Context: an optimization exercise on an open-source flow, tuned for small area, a short achievable clock period and few clock cycles. The choices shown serve that exercise and are no tape-out recipe. In this exercise RTL edits were held to simulation tests only and were not proved equivalent to the original. No activity file was given, so power comes from the tool's default toggle rates.

run A:
==> flow/design.v (excerpt) <==
module divider (
  input clk, rst_n,
  input start,
  input [31:0] div, dsr,
  output [31:0] q, r,
  output err,
  output done
);
Size in the first run: ~130 I/O pins, roughly 0.010 mm² of cells after synthesis.
export LEC_CHECK = 0
export CAP_MARGIN = 20
export CORE_MARGIN = 2
export CORE_UTILIZATION = 70
export SETUP_SLACK_MARGIN = 1.6
export SLEW_MARGIN = 20
export SYNTH_HIERARCHICAL = 1
create_clock -name core_clock -period 4.0 [get_ports {clk}]
standard.sh (not shown) runs the stock make flow with config.mk's settings and CLKGATE_MAP_FILE= SYNTH_SCRIPT=/design/flow/synth_recipe.tcl, a recipe that flattens the netlist after the stock synthesis.
==> flow/flow/run.sh <==
#!/bin/bash
# The standard layout, with the port buffers that ORFS inserts before global
# placement made as sky130_fd_sc_hd__buf_1 cells rather than the default
# delay buffers; timing repair still resizes them where a path needs it.
set -euo pipefail
bash standard.sh 'BUFFER_PORTS_ARGS=-buffer_cell sky130_fd_sc_hd__buf_1' finish > standard_flow.log 2>&1
Run A: no failed stages, no open violations at the end
Testbench counts of run A, summed over its fixed seeds: cycles 12,149.
What run B does differently from run A at the input level:
Settings: setting GPL_ROUTABILITY_DRIVEN to 0 for the first time; changing CORE_UTILIZATION from 70 to 60.
==> comparison <==
The setup slack of run B is larger than that of run A.
Compared with run A, in run B overall routing resource usage lower, post-cts sizing count grew by 2, utilization decreased 10 points.
Input changes introduced in run C (baseline for comparison: run B):
Settings: changing SETUP_SLACK_MARGIN from 1.6 to 1.5; removing GPL_ROUTABILITY_DRIVEN (formerly 0).
==> notes.md <==
- Leakage dissipation for run C is higher than for run B.
- Run B → run C: combinational group power stayed essentially flat; layout overhead on the synthesized area has increased; minimum clock period now sits higher; share of the cycle needed by the critical path after routing increased 2.2 points; first-iteration DRC count picked up an extra 10.
- Between run C and run B, the difference in share of cell area taken by flip-flops and latches is negligible.
- Per the comparison of run C with run B, final antenna-violating net count closely matched the old numbers, number of gates resized after CTS now sits lower, hold slack saw little to no change.
Input-level comparison between run D and run C:
Settings: SETUP_SLACK_MARGIN now 1.6, was 1.5.
Findings:
- The internal power summed over all cells of run D falls short of that of run C by 0.50%.
- Sort run D and run C by maximum number of pins on one net before global-route repair, ascending, and run C comes first.
- Compared with run C, in run D critical path depth went down by 1, combinational cell fraction of total power went down by 1.0 points, global-route usage went up by 0.48 points.
- For run D, the critical-path cell with the highest stage delay was dfxtp_4, unlike run C, where it was nor4_4.
- Final design area excluding fillers (lower): run D

========
Setup of the previous run:
The RTL this note starts from:
==> flow/design.v <==
module divider (
  input clk, rst_n,
  input start,
  input [31:0] div, dsr,
  output [31:0] q, r,
  output err,
  output done
);
  wire idle, align, iter, last, ge, skip;
  datapath dp (
    .clk(clk),
    .div(div), .dsr(dsr),
    .idle(idle), .align(align), .iter(iter),
    .q(q), .r(r), .err(err),
    .ge(ge), .last(last), .skip(skip)
  );
  controller ct (
    .clk(clk), .rst_n(rst_n), .start(start),
    .skip(skip), .last(last),
    .idle(idle), .align(align), .iter(iter), .done(done)
  );
endmodule
module controller (
  input      clk, rst_n,
  input      start,
  input      skip, last,
  output     idle,
  output reg align, iter, done
);
  assign idle = !(align || iter || done);
  always @( posedge clk )
    if( !rst_n ) begin
      align <= 1'b0;
      iter  <= 1'b0;
      done  <= 1'b0;
    end
    else begin
      align <= idle && start;
      iter  <= (align && !skip) || (iter && !last);
      done  <= (align && skip) || (iter && last);
    end
endmodule
module datapath (
  input             clk,
  input      [31:0] div, dsr,
  input             idle, align, iter,
  output reg [31:0] q, r,
  output reg        err,
  output            ge, last, skip
);
  reg [31:0] d;       
  reg  [4:0] k;       
  reg  [4:0] m;       
  wire [4:0] msb_div, msb_dsr;
  msb32 mdiv ( .x(div), .y(msb_div) );
  msb32 mdsr ( .x(dsr), .y(msb_dsr) );
  wire dsr_zero = ( dsr == 32'd0 );
  wire [5:0] kd;
  sub5 ksub ( .a(k), .b(m), .y(kd) );
  assign skip = err || kd[5];
  wire [31:0] sh0, sh1, sh2, sh3, sh4;
  shl_stage #( .S(1),  .FILL(1'b1) ) st0 ( .x(d),   .s(kd[0]), .y(sh0) );
  shl_stage #( .S(2),  .FILL(1'b0) ) st1 ( .x(sh0), .s(kd[1]), .y(sh1) );
  shl_stage #( .S(4),  .FILL(1'b1) ) st2 ( .x(sh1), .s(kd[2]), .y(sh2) );
  shl_stage #( .S(8),  .FILL(1'b0) ) st3 ( .x(sh2), .s(kd[3]), .y(sh3) );
  shl_stage #( .S(16), .FILL(1'b1) ) st4 ( .x(sh3), .s(kd[4]), .y(sh4) );
  wire [31:0] gl [0:5];    
  wire [31:0] pl [0:5];
  genvar lv, bi;
  generate
    for( bi = 0; bi < 32; bi = bi + 1 ) begin : pg
      ks_pg0 #( .CARRY_IN( bi == 0 ) ) c ( .r(r[bi]), .d(d[bi]), .gn(gl[0][bi]), .pn(pl[0][bi]) );
    end
    for( lv = 0; lv < 5; lv = lv + 1 ) begin : ks
      for( bi = 0; bi < 32; bi = bi + 1 ) begin : bt
        if( bi >= (1 << lv) && ( bi < (2 << lv) || lv == 4 ) ) begin : gonly
          if( lv % 2 == 1 ) begin : pn
            ks_pn_g c ( .gh(gl[lv][bi]), .ph(pl[lv][bi]), .gl(gl[lv][bi - (1 << lv)]),
                        .g(gl[lv+1][bi]) );
          end
          else begin : np
            ks_np_g c ( .gh(gl[lv][bi]), .ph(pl[lv][bi]), .gl(gl[lv][bi - (1 << lv)]),
                        .g(gl[lv+1][bi]) );
          end
          assign pl[lv+1][bi] = 1'b0;
        end
        else if( bi >= (1 << lv) ) begin : comb
          if( lv % 2 == 1 ) begin : pn
            ks_pn c ( .gh(gl[lv][bi]), .ph(pl[lv][bi]),
                      .gl(gl[lv][bi - (1 << lv)]), .pl(pl[lv][bi - (1 << lv)]),
                      .g(gl[lv+1][bi]), .p(pl[lv+1][bi]) );
          end
          else begin : np
            ks_np c ( .gh(gl[lv][bi]), .ph(pl[lv][bi]),
                      .gl(gl[lv][bi - (1 << lv)]), .pl(pl[lv][bi - (1 << lv)]),
                      .g(gl[lv+1][bi]), .p(pl[lv+1][bi]) );
          end
        end
        else begin : pass
          assign gl[lv+1][bi] = !gl[lv][bi];
          assign pl[lv+1][bi] = 1'b0;
        end
      end
    end
  endgenerate
  wire [32:0] cy = {gl[5], 1'b1};
  wire [31:1] diff_h;
  xor_late #( .W(31) ) dx ( .x(~( r[31:1] ^ d[31:1] )), .c(cy[31:1]), .y(diff_h) );
  wire [31:0] diff = {diff_h, r[0] ^ d[0]};
  assign ge = cy[32];
  assign last = ( k == m );
  wire [31:0] d_next;
  sel_late #( .W(32) ) dsel ( .s(align), .an(sh4), .b(idle ? dsr : {1'b0, d[31:1]}), .y(d_next) );
  always @( posedge clk ) begin
    if( idle || align || iter )
      d <= d_next;
  end
  always @( posedge clk ) begin
    if( idle ) begin
      r   <= div;
      k   <= msb_div;
      m   <= msb_dsr;
      q   <= 32'd0;
      err <= dsr_zero;
    end
    else if( align ) begin
      if( err )
        r <= 32'd0;
    end
    else if( iter ) begin
      if( ge )
        r <= diff;
      q <= {q[30:0], ge};
      k <= k - 5'd1;
    end
  end
endmodule
module ks_pn (
  input  gh, ph, gl, pl,
  output g, p
);
  assign g = !( gh || ( ph && gl ) );
  assign p = !( ph && pl );
endmodule
module ks_pn_g (
  input  gh, ph, gl,
  output g
);
  assign g = !( gh || ( ph && gl ) );
endmodule
module ks_np_g (
  input  gh, ph, gl,
  output g
);
  assign g = !( gh && ( ph || gl ) );
endmodule
module ks_np (
  input  gh, ph, gl, pl,
  output g, p
);
  assign g = !( gh && ( ph || gl ) );
  assign p = !( ph || pl );
endmodule
module ks_pg0 #( parameter CARRY_IN = 0 ) (
  input  r, d,
  output gn, pn
);
  assign gn = CARRY_IN ? ( !r && d ) : !( r && !d );
  assign pn = CARRY_IN ? 1'b1 : ( !r && d );
endmodule
module sub5 (
  input  [4:0] a, b,
  output [5:0] y
);
  wire [4:0] gl [0:3];    
  wire [4:0] pl [0:3];
  genvar lv, bi;
  generate
    for( bi = 0; bi < 5; bi = bi + 1 ) begin : pg
      ks_pg0 #( .CARRY_IN( bi == 0 ) ) c ( .r(a[bi]), .d(b[bi]), .gn(gl[0][bi]), .pn(pl[0][bi]) );
    end
    for( lv = 0; lv < 3; lv = lv + 1 ) begin : ks
      for( bi = 0; bi < 5; bi = bi + 1 ) begin : bt
        if( bi >= (1 << lv) ) begin : comb
          if( lv % 2 == 1 ) begin : pn
            ks_pn c ( .gh(gl[lv][bi]), .ph(pl[lv][bi]),
                      .gl(gl[lv][bi - (1 << lv)]), .pl(pl[lv][bi - (1 << lv)]),
                      .g(gl[lv+1][bi]), .p(pl[lv+1][bi]) );
          end
          else begin : np
            ks_np c ( .gh(gl[lv][bi]), .ph(pl[lv][bi]),
                      .gl(gl[lv][bi - (1 << lv)]), .pl(pl[lv][bi - (1 << lv)]),
                      .g(gl[lv+1][bi]), .p(pl[lv+1][bi]) );
          end
        end
        else begin : pass
          assign gl[lv+1][bi] = !gl[lv][bi];
          assign pl[lv+1][bi] = 1'b0;
        end
      end
    end
  endgenerate
  wire [5:0] cy = {gl[3], 1'b1};
  wire [4:1] yl;
  xor_late #( .W(4) ) yx ( .x(~( a[4:1] ^ b[4:1] )), .c(cy[4:1]), .y(yl) );
  assign y = {!cy[5], yl, a[0] ^ b[0]};
endmodule
module shl_stage #( parameter S = 1, parameter FILL = 1'b1 ) (
  input  [31:0] x,
  input         s,
  output [31:0] y
);
  assign y = s ? {~x[31-S:0], {S{FILL}}} : ~x;
endmodule
module msb32 (
  input  [31:0] x,
  output [4:0]  y
);
  function [4:0] msb;
    input [31:0] x;
    reg   [31:0] t, oh;
    integer i, b;
    begin
      t = x;
      for( i = 1; i < 32; i = i * 2 )
        t = t | ( t >> i );
      oh = t & ~( t >> 1 );
      for( b = 0; b < 5; b = b + 1 ) begin
        msb[b] = 1'b0;
        for( i = 0; i < 32; i = i + 1 )
          if( i & ( 1 << b ) )
            msb[b] = msb[b] | oh[i];
      end
    end
  endfunction
  assign y = msb(x);
endmodule
module xor_late #( parameter W = 1 ) (
  input  [W-1:0] x, c,
  output [W-1:0] y
);
  assign y = x ^ c;
endmodule
module sel_late #( parameter W = 1 ) (
  input          s,
  input  [W-1:0] an, b,
  output [W-1:0] y
);
  assign y = s ? ~an : b;
endmodule
export LEC_CHECK = 0
export CAP_MARGIN = 20
export CORE_MARGIN = 2
export CORE_UTILIZATION = 45
export SETUP_SLACK_MARGIN = 1.3
export SLEW_MARGIN = 20
export SYNTH_HIERARCHICAL = 1
create_clock -name core_clock -period 4.0 [get_ports {clk}]
Scripts as last shown in full above: flow/flow/run.sh
Testbench counts of the previous run, summed over its fixed seeds: cycles 12,149.
The following lists how the current run was set up differently from the previous run:
- CORE_UTILIZATION now 60, was 45
### Flow results
The current run: PASS, flow complete, no timing, DRC or antenna violations
Compared with the previous run, the current run instantiates a smaller number of cells.
Changes observed in the current run relative to the previous run: slew at the pin closest to its max-slew limit has decreased, total detailed-routing wirelength saw a decrease, die area lower, power after layout went down 1.0%, clock skew fell 0.0030 ns.

========
Setup of maple:
Another version of the RTL of divider (not shown whole).
Size: roughly 1100 cells after synthesis, roughly 130 I/O pins, about 10000 µm² of cells after synthesis.
## divider
module divider (
  input clk, rst_n,
  input start,
  input [31:0] div, dsr,
  output [31:0] q, r,
  output err,
  output done
);
  wire idle, align, iter, last, ge, skip;
  datapath dp (
    .clk(clk),
    .div(div), .dsr(dsr),
    .idle(idle), .align(align), .iter(iter),
    .q(q), .r(r), .err(err),
    .ge(ge), .last(last), .skip(skip)
  );
  controller ct (
    .clk(clk), .rst_n(rst_n), .start(start),
    .skip(skip), .last(last),
    .idle(idle), .align(align), .iter(iter), .done(done)
  );
endmodule
==> flow/config.mk <==
export PLATFORM = sky130hd
export DESIGN_NAME = divider
export DESIGN_NICKNAME = divider
export VERILOG_FILES = /design/flow/design.v
export SDC_FILE = /design/flow/constraint.sdc
export NUM_CORES = 4
export LEC_CHECK = 0
export CAP_MARGIN = 20
export CORE_MARGIN = 2
export CORE_UTILIZATION = 60
export PLACE_DENSITY = 0.75
export SETUP_SLACK_MARGIN = 1.3
export SLEW_MARGIN = 20
export SYNTH_HIERARCHICAL = 1
==> flow/constraint.sdc <==
create_clock -name core_clock -period 4.0 [get_ports {clk}]
set_input_delay 0.8000 -clock core_clock [delete_from_list [all_inputs] [get_ports {clk}]]
set_output_delay 0.8000 -clock core_clock [all_outputs]
set_load 0.01 [all_outputs]
Scripts as last shown in full above: flow/flow/run.sh
Testbench counts of maple, summed over its fixed seeds: cycles 12,149.
## Diff of input files: amber against maple
-- flow/config.mk --
<<< maple, line 11
export PLACE_DENSITY = 0.75
export SETUP_SLACK_MARGIN = 1.3
>>> amber, line 11
export SETUP_SLACK_MARGIN = 1.75
Findings:
Summary of amber over maple: clock share of power lower, number of antenna violations at the first check in global routing higher.
Having completed the whole flow, amber delivered a layout that passed the timing, design-rule and antenna checks.
Lower final cell count among amber and maple: maple
--- input diff amber..zinc ---
-- flow/config.mk --
<<< amber, line 11
export SETUP_SLACK_MARGIN = 1.75
>>> zinc, line 11
export SETUP_SLACK_MARGIN = 1.6
==> comparison <==
The total power draw of zinc is lower than that of amber.
zinc vs amber — area of all placed cells without fillers dropped 590 µm².
On zinc: global-route wire length before repair is about 1.9% higher than what amber gave.
When the final numbers for amber and zinc were put side by side, the final design utilization turned out to be greater in amber.
The via count reported for zinc is lower than the one for amber.
Comparing clock power for amber and zinc, the bigger number came from zinc.
Higher multi-input logic portion of the cell area was reported by zinc, not amber.

==> re-timing with driven ports <==
Ports are ideal in the flow. The routed layouts listed here were re-timed in OpenROAD. Step 1 assumes that a clkbuf_16 drives the clock port and a buf_2 every other input. Step 2, shift: input delay + t, output delay - t, t = (earliest + latest rising clock arrival at the registers) / 2. This alone moves slack from input paths to output paths. Three values: ideal ports, drivers, drivers and shift; two values: the first two.
| run | shift t [ns] | slack for setup (ns) | latest minus earliest clock arrival (ns) | worst register clock-pin slew, ns |
|---|---|---|---|---|
| run A | 0.476 | 1.602 / 1.617 / 1.152 | 0.014 / 0.015 | 0.07 / 0.07 |
| run B | 0.467 | 1.658 / 1.661 / 1.208 | 0.017 / 0.016 | 0.06 / 0.06 |
| run C | 0.470 | 1.568 / 1.589 / 1.122 | 0.011 / 0.011 | 0.06 / 0.06 |
| run D | 0.466 | 1.607 / 1.607 / 1.226 | 0.010 / 0.010 | 0.06 / 0.06 |
| the previous run | 0.412 | 1.348 / 1.348 / 1.146 | 0.011 / 0.011 | 0.09 / 0.09 |
| the current run | 0.410 | 1.432 / 1.432 / 1.225 | 0.008 / 0.008 | 0.08 / 0.08 |
| maple | 0.416 | 1.336 / 1.360 / 0.944 | 0.019 / 0.020 | 0.10 / 0.10 |
| amber | 0.407 | 1.557 / 1.585 / 1.178 | 0.018 / 0.018 | 0.09 / 0.09 |
| zinc | 0.413 | 1.473 / 1.472 / 1.058 | 0.010 / 0.009 | 0.09 / 0.09 |
After both steps every run listed still meets setup and hold.
